This design comes from an exercise in tuning for small area on the open sky130 flow, not from production work. No run shown here included a check of the RTL's function; only the layout flow was run. No activity file was given, so power comes from the tool's default toggle rates.

==> flow/design.v <==
module error_correction # (
    parameter puf_sig_length     = 256,
    parameter ipid_N             = 16
)
(
    input                                clk,
    input                                rst_n,
    input        [1:0]                   pcm_instruction,
    input        [puf_sig_length-1:0]    pcm_puf_in,
    input                                pcm_puf_in_valid,
    input        [$clog2(ipid_N)-1:0]    pcm_ipid_number,
    output logic [puf_sig_length-1:0]    pcm_puf_out,
    output logic                         pcm_puf_out_valid,
    output logic                         pcm_S_c  
);
localparam NW = puf_sig_length/16;
localparam [1:0] IDLE = 2'd0, PROVISION_ID = 2'd1, CORRECT_SIG = 2'd2;
logic [1:0] state_r;
wire [6*NW-1:0] par;    
wire [6*NW-1:0] wchk;   
genvar j;
generate
    for (j = 0; j < NW; j++) begin : w
        wire [15:0] s = pcm_puf_in[16*j +: 16];
        wire t3 = s[0]^s[1]^s[2]^s[3]^s[9]^s[10]^s[11]^s[12]^s[13]^s[14]^s[15];
        assign par[6*j +: 6] = {
            s[0]^s[1]^s[2]^s[3]^s[4]^s[5]^s[6]^s[7]^s[8]^s[9]^s[14]^s[15],
            s[3]^s[6]^s[8]^s[9]^s[12]^s[13]^s[15],
            t3,
            s[0]^s[4]^s[5]^s[6]^s[9]^s[10]^s[11]^s[12]^s[14]^s[15],
            s[1]^s[4]^s[7]^s[8]^s[10]^s[13]^s[14]^s[15],
            s[2]^s[5]^s[7]^s[9]^s[11]^s[14]};
        assign wchk[6*j +: 6] = par[6*j +: 6] ^ {2'b00, s[4], 3'b000};
    end
endgenerate
logic [6*NW-1:0] parity_bits [0:ipid_N-1];
always @(posedge clk) begin
    if (state_r == PROVISION_ID && pcm_puf_in_valid)
        parity_bits[pcm_ipid_number] <= wchk;
end
wire [6*NW-1:0] rd = parity_bits[pcm_ipid_number];
localparam [6*16-1:0] COL = {
    6'b111110, 6'b101111, 6'b011010, 6'b011100, 6'b001101, 6'b001110, 6'b111101, 6'b110010,
    6'b100011, 6'b110100, 6'b100101, 6'b100110, 6'b111000, 6'b101001, 6'b101010, 6'b101100};
wire [puf_sig_length-1:0] corrected;
generate
    for (j = 0; j < NW; j++) begin : d
        wire [5:0] syn = par[6*j +: 6] ^ rd[6*j +: 6];
        genvar i;
        for (i = 0; i < 16; i++) begin : b
            assign corrected[16*j+i] = pcm_puf_in[16*j+i] ^ (syn == COL[6*i +: 6]);
        end
    end
endgenerate
always @(posedge clk, negedge rst_n) begin
    if (~rst_n) begin
        state_r <= IDLE;
        pcm_puf_out_valid <= 0;
        pcm_puf_out <= 0;
        pcm_S_c <= 0;
    end
    else begin
        case (state_r)
            IDLE : begin
                pcm_S_c <= 0;
                pcm_puf_out_valid <= 0;
                if (pcm_instruction == 2'd1) state_r <= PROVISION_ID;
                else if (pcm_instruction == 2'd2) state_r <= CORRECT_SIG;
            end
            PROVISION_ID : begin
                if (pcm_puf_in_valid) begin
                    pcm_S_c <= 1;
                    if (pcm_instruction == 2'd0) begin
                        state_r <= IDLE;
                        pcm_S_c <= 0;
                    end
                end
            end
            CORRECT_SIG : begin
                pcm_puf_out <= corrected;
                pcm_puf_out_valid <= 1;
                if (pcm_instruction == 2'd0) state_r <= IDLE;
            end
            default : ;
        endcase
    end
end
endmodule
==> flow/flow/run.sh <==
#!/bin/bash
set -euo pipefail
here=$(pwd)
{
  echo '# synth_recipe.tcl with the ABC script replaced'
  echo 'proc abc {args} {'
  echo '  set i [lsearch -exact $args -script]'
  echo "  if { \$i >= 0 } { set args [lreplace \$args [expr {\$i + 1}] [expr {\$i + 1}] $here/flow/area.abc] }"
  echo '  yosys abc {*}$args'
  echo '}'
  cat synth_recipe.tcl
} > my_synth.tcl
sed -e "s#SYNTH_SCRIPT=[^ ]*#SYNTH_SCRIPT=$here/my_synth.tcl#" standard.sh > my_standard.sh
grep -q "SYNTH_SCRIPT=$here/my_synth.tcl" my_standard.sh
export BUFFER_PORTS_ARGS="-buffer_cell sky130_fd_sc_hd__buf_1"
bash my_standard.sh > flow_make.log 2>&1
==> flow/flow/area.abc <==
strash
&get -n
&fraig -x
&put
dc2
strash
&get -n
&dch -f
&nf -R 1000 -p
&put
==> flow/standard.sh <==
#!/bin/bash
# synth_recipe.tcl (not shown) runs the flow's synth.tcl, then flattens the netlist and writes it again
# the make line also repeats each setting of config.mk as NAME=value (left out here)
make -C /OpenROAD-flow-scripts/flow DESIGN_CONFIG=/design/flow/config.mk WORK_HOME=/design/flow/orfs CLKGATE_MAP_FILE= SYNTH_SCRIPT=/design/flow/synth_recipe.tcl "${@:-finish}"
==> flow/config.mk <==
export PLATFORM = sky130hd
export DESIGN_NAME = error_correction
export DESIGN_NICKNAME = error_correction
export VERILOG_FILES = /design/flow/design.v
export SDC_FILE = /design/flow/constraint.sdc
export NUM_CORES = 4
export LEC_CHECK = 0
export CAP_MARGIN = 20
export CORE_MARGIN = 2
export CORE_UTILIZATION = 55
export CTS_BUF_LIST = sky130_fd_sc_hd__clkbuf_16
export CTS_CLUSTER_DIAMETER = 60
export CTS_CLUSTER_SIZE = 20
export PLACE_DENSITY = 0.65
export SLEW_MARGIN = 20
==> flow/constraint.sdc <==
create_clock -name core_clock -period 5.0 [get_ports {clk}]
set_input_delay 1.0000 -clock core_clock [delete_from_list [all_inputs] [get_ports {clk}]]
set_output_delay 1.0000 -clock core_clock [all_outputs]
set_load 0.01 [all_outputs]
==> impl_metrics.ini, run 1 <==
[status]
status = timing/DRC/antenna clean

[logic_synthesis]
syn_area_per_cell_um2 = 14.39
synth_seq_cells = 1796
ys_seq_area_share_pct = 71.27
synth_adder_area_share_pct = 0.1017
syn_nets = 5404
synth-main-ff-cell = edfxtp_1
yosysTopAreaCellShare_pct = 62.46
synth_xor_area_share_pct = 11.78
synth-compound-area-share_pct = 10.89
synth_area_leaders = edfxtp_1 62%, dfrtp_1 8.8%, xnor2_1 7.2%, o22ai_1 6.5%, xor2_1 4.5%
synthMuxAreaShare_pct = 0
synth_most_common_cell = edfxtp_1
synth_warnings = 1
synthTopCellsByCount = 1536 x edfxtp_1, 769 x o22ai_1, 611 x xnor2_1, 387 x o21ai_0, 385 x nor2_1
synth-edff-count = 1536
netlist_instances = 5133
synth_top_area_cell = edfxtp_1
yosys.area_share.simple_pct = 5.841
synth_cell_type_count = 27
mappedNetlistArea_um2 = 73840
async_reset_ff_share_pct = 14.48
synth_top_family_by_area = XOR/XNOR gates

[timing]
fin_crit_ns = 3.712
timing.final.hold_violations = 0
fin_skew_ns = 0.02048
fin_ws_ns = 1.288
finalMaxSlewViolations = 0
relSlewSlack_pct = 24.46
rsz0062_at_grt = false
setup_viol = 0
whs_ns = 0.3207
fmax_ghz = 0.2694
worst_pin_slew_ns = 1.125
finalCritPeriodShare_pct = 74.24

[die]
coreArea_um2 = 133300
die_area_um2 = 137200
io_pins = 523
initial_utilization_pct = 55.40
placementRows = 134
die_x_um = 370.4
die_h_um = 370.4

[final_layout]
fin_area_um2 = 85120
stdcell_count = 7847
fillCellCount = 10030
n_antenna_cell = 0
syn2layout_area_growth_pct = 15.27
drive_gt1_share_pct = 7.616
fin_nets = 6256

[pwr]
p_per_area_nw_per_um2 = 487.1
ir_drop_mv = 0.3288
p_leak_nw = 26.86

[flow_run]
cap_viol_max_count = 0

[worst_setup_path]
cp-start-kind = input pin
critPathArrivalTime_ns = 4.36
crit_type = input pin to flip-flop
required_ns = 5.65
crit_path_end_kind = flip-flop
r2r_slack_ns = 2.07
cp_max_fo = 35

[clock_network]
clk_latency_ns = 0.80
h-tree-depth = 4
post_cts_resized = 0
clkSinkCount = 1796
cts_hold_buf = 0
cts_tree = yes
cts_setup_buffers = 0
clk_pin_slew_worst_paths_ns = 0.08
cts_made_buffers = 137
clockBufferDepth = 3
cts_root_buf = clkbuf_16

[routing]
vias_per_cell = 6.064
drtAntennaViolNets = 0
wl_um = 192200
dr.pass1.iters = 5
post_drt_wl_per_cell_um = 24.49
dr_total_vias = 47580
drc = 0
drt_iter0_drc = 4923

[global_route]
antenna_found_initial = 0
first_global_vias = 46510
grt_max_degree = 117
overflow = 0
grt_util_all_layers_pct = 27.54
grt_pass1_wl_um = 287400

[place]
gp_congestion = 0.8599
port_buffers = 522
place_area_um2 = 80410
dp_hpwl_um = 106600
placedCellCount = 7614
post-place-ws_ns = 0.4862

[min_path]
hold_path.class = input pin to asynchronous set/reset pin
## cell families (layout without fill, tap and decap cells)
| kind of cell | Yosys count | in the layout |
|---|---|---|
| buffers and inverters | 22 | 968 |
| AO/OA/AOI/OAI | 1414 | 1414 |
| AND/OR/NAND/NOR | 902 | 902 |
| flip-flops | 1796 | 1796 |
| XOR/XNOR | 993 | 993 |
| adder cells (fa/ha/maj) | 6 | 6 |
## cell type report
cell class	count	area [µm²]	area share [%]
well taps	1768	2212	2.599
repair buffers	713	4103	4.820
inverters	22	82.58	0.09702
clock buffers	145	3628	4.263
clock inverters	88	940.9	1.105
flip-flops and latches	1796	52630	61.83
multi-input cells	3315	21520	25.28
## stage by stage
step / utilization, % / setup TNS [ns] / power, W
2_1_floorplan: - / -7503.39 / 0.02662
3_3_place_gp: 60.26 / 0 / 0.03016
3_5_place_dp: 60.32 / 0 / 0.03039
4_1_cts: 63.75 / 0 / 0.04159
5_1_grt: 63.86 / 0 / 0.04336
6_report: 63.86 / 0 / 0.04146
## power by group
part | internal [W] | leakage [nW] | switching (W)
Sequential | 0.0192 | 16.6 | 0.000688
Combinational | 0.00326 | 7.95 | 0.00709
Clock | 0.00573 | 2.25 | 0.00553
## metal layers
layer	up-vias	GRT usage, %	routed length (µm)
li1	21610	-	-
met1	23820	39.26	81580
met2	1884	45.05	93150
met3	267	3.723	13420
met4	0	7.012	4060
met5	-	0	0
## layout by cell type (no fill, tap or decap), types with 145 or more instances in the layout
| cell | count |
|---|---|
| a21oi_1 | 256 |
| buf_1 | 521 |
| clkbuf_16 | 145 |
| dfrtp_1 | 260 |
| edfxtp_1 | 1536 |
| nor2_1 | 384 |
| o21ai_0 | 387 |
| o22ai_1 | 769 |
| xnor2_1 | 582 |
| xor2_1 | 381 |
## path summary, 6_finish.rpt
check                                    from  depth (start not counted)                end
max in group asynchronous               rst_n                          3   pcm_puf_out[212]
max                        pcm_ipid_number[0]                         11    pcm_puf_out[78]
min reg2reg                 pcm_puf_out_valid                          1  pcm_puf_out_valid
min                                     rst_n                          1    pcm_puf_out[18]
max reg2reg                        state_r[1]                          5  parity_bits[5][1]
min in group core_clock     pcm_puf_out_valid                          1  pcm_puf_out_valid
## critical path, cell delays in order
cell      delay [ns]
buf_1           0.32
nand2b_4        0.50
buf_4           0.48
o22ai_1         0.14
o21ai_0         0.19
nand4_1         0.17
xnor2_1         0.42
nand2_1         0.24
nor4_1          0.59
xnor2_1         0.19
a21oi_1         0.08
## state kept, by name, indices dropped and copies added, names as in the netlist
name / cells
parity_bits: 1536
pcm_puf_out_valid: 1
pcm_S_c: 1
state_r: 2
pcm_puf_out: 256
==> inputs of run 2 (changes only) <==
--- a/flow/config.mk
+++ b/flow/config.mk
@@ -8,8 +8,8 @@
 export CAP_MARGIN = 20
 export CORE_MARGIN = 2
 export CORE_UTILIZATION = 55
-export CTS_BUF_LIST = sky130_fd_sc_hd__clkbuf_16
-export CTS_CLUSTER_DIAMETER = 60
-export CTS_CLUSTER_SIZE = 20
+export CTS_BUF_LIST = sky130_fd_sc_hd__clkbuf_8
+export CTS_CLUSTER_DIAMETER = 50
+export CTS_CLUSTER_SIZE = 16
 export PLACE_DENSITY = 0.65
 export SLEW_MARGIN = 20
==> impl_metrics.ini, run 2 <==
[place]
dp_hpwl_um = 106600
post-place-ws_ns = 0.4862
gp_congestion = 0.8599
port_buffers = 522

[die]
placementRows = 134
initial_utilization_pct = 55.40
die_h_um = 370.4
io_pins = 523
die_area_um2 = 137200
die_x_um = 370.4
coreArea_um2 = 133300

[pwr]
p_per_area_nw_per_um2 = 470.0
finalPower_w = 0.03950
p_leak_nw = 26.44
ir_drop_mv = 0.3327

[global_route]
grt_max_degree = 117
grt_util_all_layers_pct = 27.54
grt_pass1_wl_um = 287500
overflow = 0
first_global_vias = 46480
antenna_found_initial = 1

[timing]
worst_pin_slew_ns = 1.072
fin_ws_ns = 1.439
fin_crit_ns = 3.561
rsz0062_at_grt = false
tns_ns = 0
whs_ns = 0.1882
finalCritPeriodShare_pct = 71.22
finalMaxSlewViolations = 0
timing.final.hold_violations = 0
fmax_ghz = 0.2808
fin_skew_ns = 0.04259
setup_viol = 0
relSlewSlack_pct = 28.01

[worst_setup_path]
slowest_delay_ns = 0.50
crit_type = input pin to flip-flop
required_ns = 5.77
path_cells = buf_1 > nand2b_4 > buf_12 > buf_4 > o22ai_1 > o21ai_0 > nand4_1 > xor2_1 > nand2_1 > nor4_1 > xnor2_1 > a21oi_1
cp_max_fo = 34
cp-start-kind = input pin
critPathArrivalTime_ns = 4.33
r2r_slack_ns = 2.06
cpMaxStageDelayCell = nor4_1
crit_path_end_kind = flip-flop

[logic_synthesis]
synth-main-ff-cell = edfxtp_1
synth_top_area_cell = edfxtp_1
synthTopCellsByCount = 1536 x edfxtp_1, 769 x o22ai_1, 611 x xnor2_1, 387 x o21ai_0, 385 x nor2_1
mappedNetlistArea_um2 = 73840
synth_most_common_cell = edfxtp_1
synth-edff-count = 1536
ys_seq_area_share_pct = 71.27
syn_area_per_cell_um2 = 14.39
yosysTopAreaCellShare_pct = 62.46
syn_nets = 5404
synth_area_leaders = edfxtp_1 62%, dfrtp_1 8.8%, xnor2_1 7.2%, o22ai_1 6.5%, xor2_1 4.5%
netlist_instances = 5133
synth_cell_type_count = 27
async_reset_ff_share_pct = 14.48
synth_seq_cells = 1796
synth_warnings = 1

[final_layout]
drive_gt1_share_pct = 8.242
regMostFlops = parity_bits
largest_reg_flops = 1536
final_cell_mix = 1536 x edfxtp_1, 769 x o22ai_1, 582 x xnor2_1
top_regs = parity_bits x1536, pcm_puf_out x256, state_r x2
syn2layout_area_growth_pct = 13.81
final_common_cell = edfxtp_1
fin_nets = 6284

[clock_network]
clockBufferDepth = 3
cts_made_buffers = 165
cts_hold_buf = 0
h-tree-depth = 4
cts_tree = yes
clkSinkCount = 1796
clk_latency_ns = 0.93
clk_pin_slew_worst_paths_ns = 0.09
post_cts_resized = 0
cts_setup_buffers = 0
cts_root_buf = clkbuf_8

[flow_run]
cap_viol_max_count = 0

[routing]
drt_iter0_drc = 4869
vias_per_cell = 6.037
drtAntennaViolNets = 0
dr_total_vias = 47670
post_drt_wl_per_cell_um = 24.38
drc = 0
dr.pass1.iters = 6
wl_um = 192500

[status]
status = timing/DRC/antenna clean

[min_path]
hold_path.class = input pin to asynchronous set/reset pin
-- run 2: cell types whose count changed in the layout (fill, tap and decap cells not counted), moves of 3 or more --
cell       previous run  this run
clkinv_2              9        12
clkbuf_8              0       174
inv_6                 9        20
inv_8                 7        15
inv_1                11        20
inv_12                9         0
clkinv_1             30        27
clkinv_8             14         9
clkbuf_16           145         0
bufinv_16             5        11
-- run 2: area by class of cell --
cell class,instances,area [µm²]
Timing Repair Buffer,713,4103
Inverter,22,82.58
Antenna cell,1,2.502
Tap cell,1768,2212
Sequential cell,1796,52630
Clock inverter,107,1096
Fill cell,10190,49250
Multi-Input combinational cell,3315,21520
Clock buffer,174,2395
-- run 2: per-stage QoR --
step                instances  instance area [µm²]  util [%]
floorplan                5133                73930         -
global placement         7612                80320     60.26
detailed placement       7614                80410     60.32
CTS                      7895                83900     62.94
global route             7896                84040     63.05
finish                   7896                84040     63.05
-- run 2: per-layer routing --
layer	vias up	track usage [%]	wire length, µm
met1	23780	39.39	81930
met4	0	6.739	3865
li1	21640	-	-
met3	285	3.718	13330
met2	1967	45.07	93380
met5	-	0	0
-- run 2: worst paths after layout --
path,start,endpoint,cells past startpoint
worst max-delay path,pcm_ipid_number[1],pcm_puf_out[46],12
worst min-delay path,rst_n,pcm_puf_out[18],1
worst max register to register,state_r[1],parity_bits[5][1],5
worst min register to register,pcm_puf_out_valid,pcm_puf_out_valid,1
max in group asynchronous,rst_n,pcm_puf_out[214],3
min in group core_clock,pcm_puf_in[53],pcm_puf_out[53],3
-- run 2: cells by family after synthesis --
| logic type | Yosys count | synth area share (%) |
|---|---|---|
| AOI/OAI and AO/OA | 1414 | 10.89 |
| xor gates and xnor gates | 993 | 11.78 |
| adders and majority gates | 6 | 0.1017 |
| buffers and inverters | 22 | 0.1118 |
| DFF | 1796 | 71.27 |
| and+or+nand+nor | 902 | 5.841 |
-- run 2: where the power goes --
| part | switching, W | internal, W |
|---|---|---|
| combinational | 0.00709 | 0.00326 |
| sequential | 0.000688 | 0.0191 |
| clock | 0.00530 | 0.00401 |
| total | 0.0131 | 0.0264 |
-- run 2: worst max-delay path: cells and delay by family --
kind | cells | cell delay, ns
xor gates and xnor gates | 2 | 0.55
buffers and inverters | 3 | 0.96
and+or+nand+nor | 4 | 1.36
AOI/OAI and AO/OA | 3 | 0.41

==> separate check: timing with driven ports <==
How much do the figures lean on ideal ports? The routed layouts below were timed once more, with nothing changed but the port constraints.
Step 1: set_driving_cell puts a clkbuf_16 on clk and a buf_2 on each other input, an assumption about the parent block.
Step 2 times the ports against the registers' clock, not the clock port: input delays grow and output delays shrink by t, the midpoint of the rising clock arrivals with the driver on.
Three values: ideal ports, drivers, drivers and shift; two values: the first two.
| run | t (ns) | setup slack, ns | worst slew at a driven data input, ns |
|---|---|---|---|
| run 1 | 0.867 | 1.288 / 1.296 / 0.428 | 0.07 |
| run 2 | 0.982 | 1.439 / 1.439 / 0.457 | 0.07 |
After both steps every run listed still meets setup and hold. The setup slack of run 2, which loses most, moves by 0.000 ns with the drivers and by -0.982 ns with both steps.
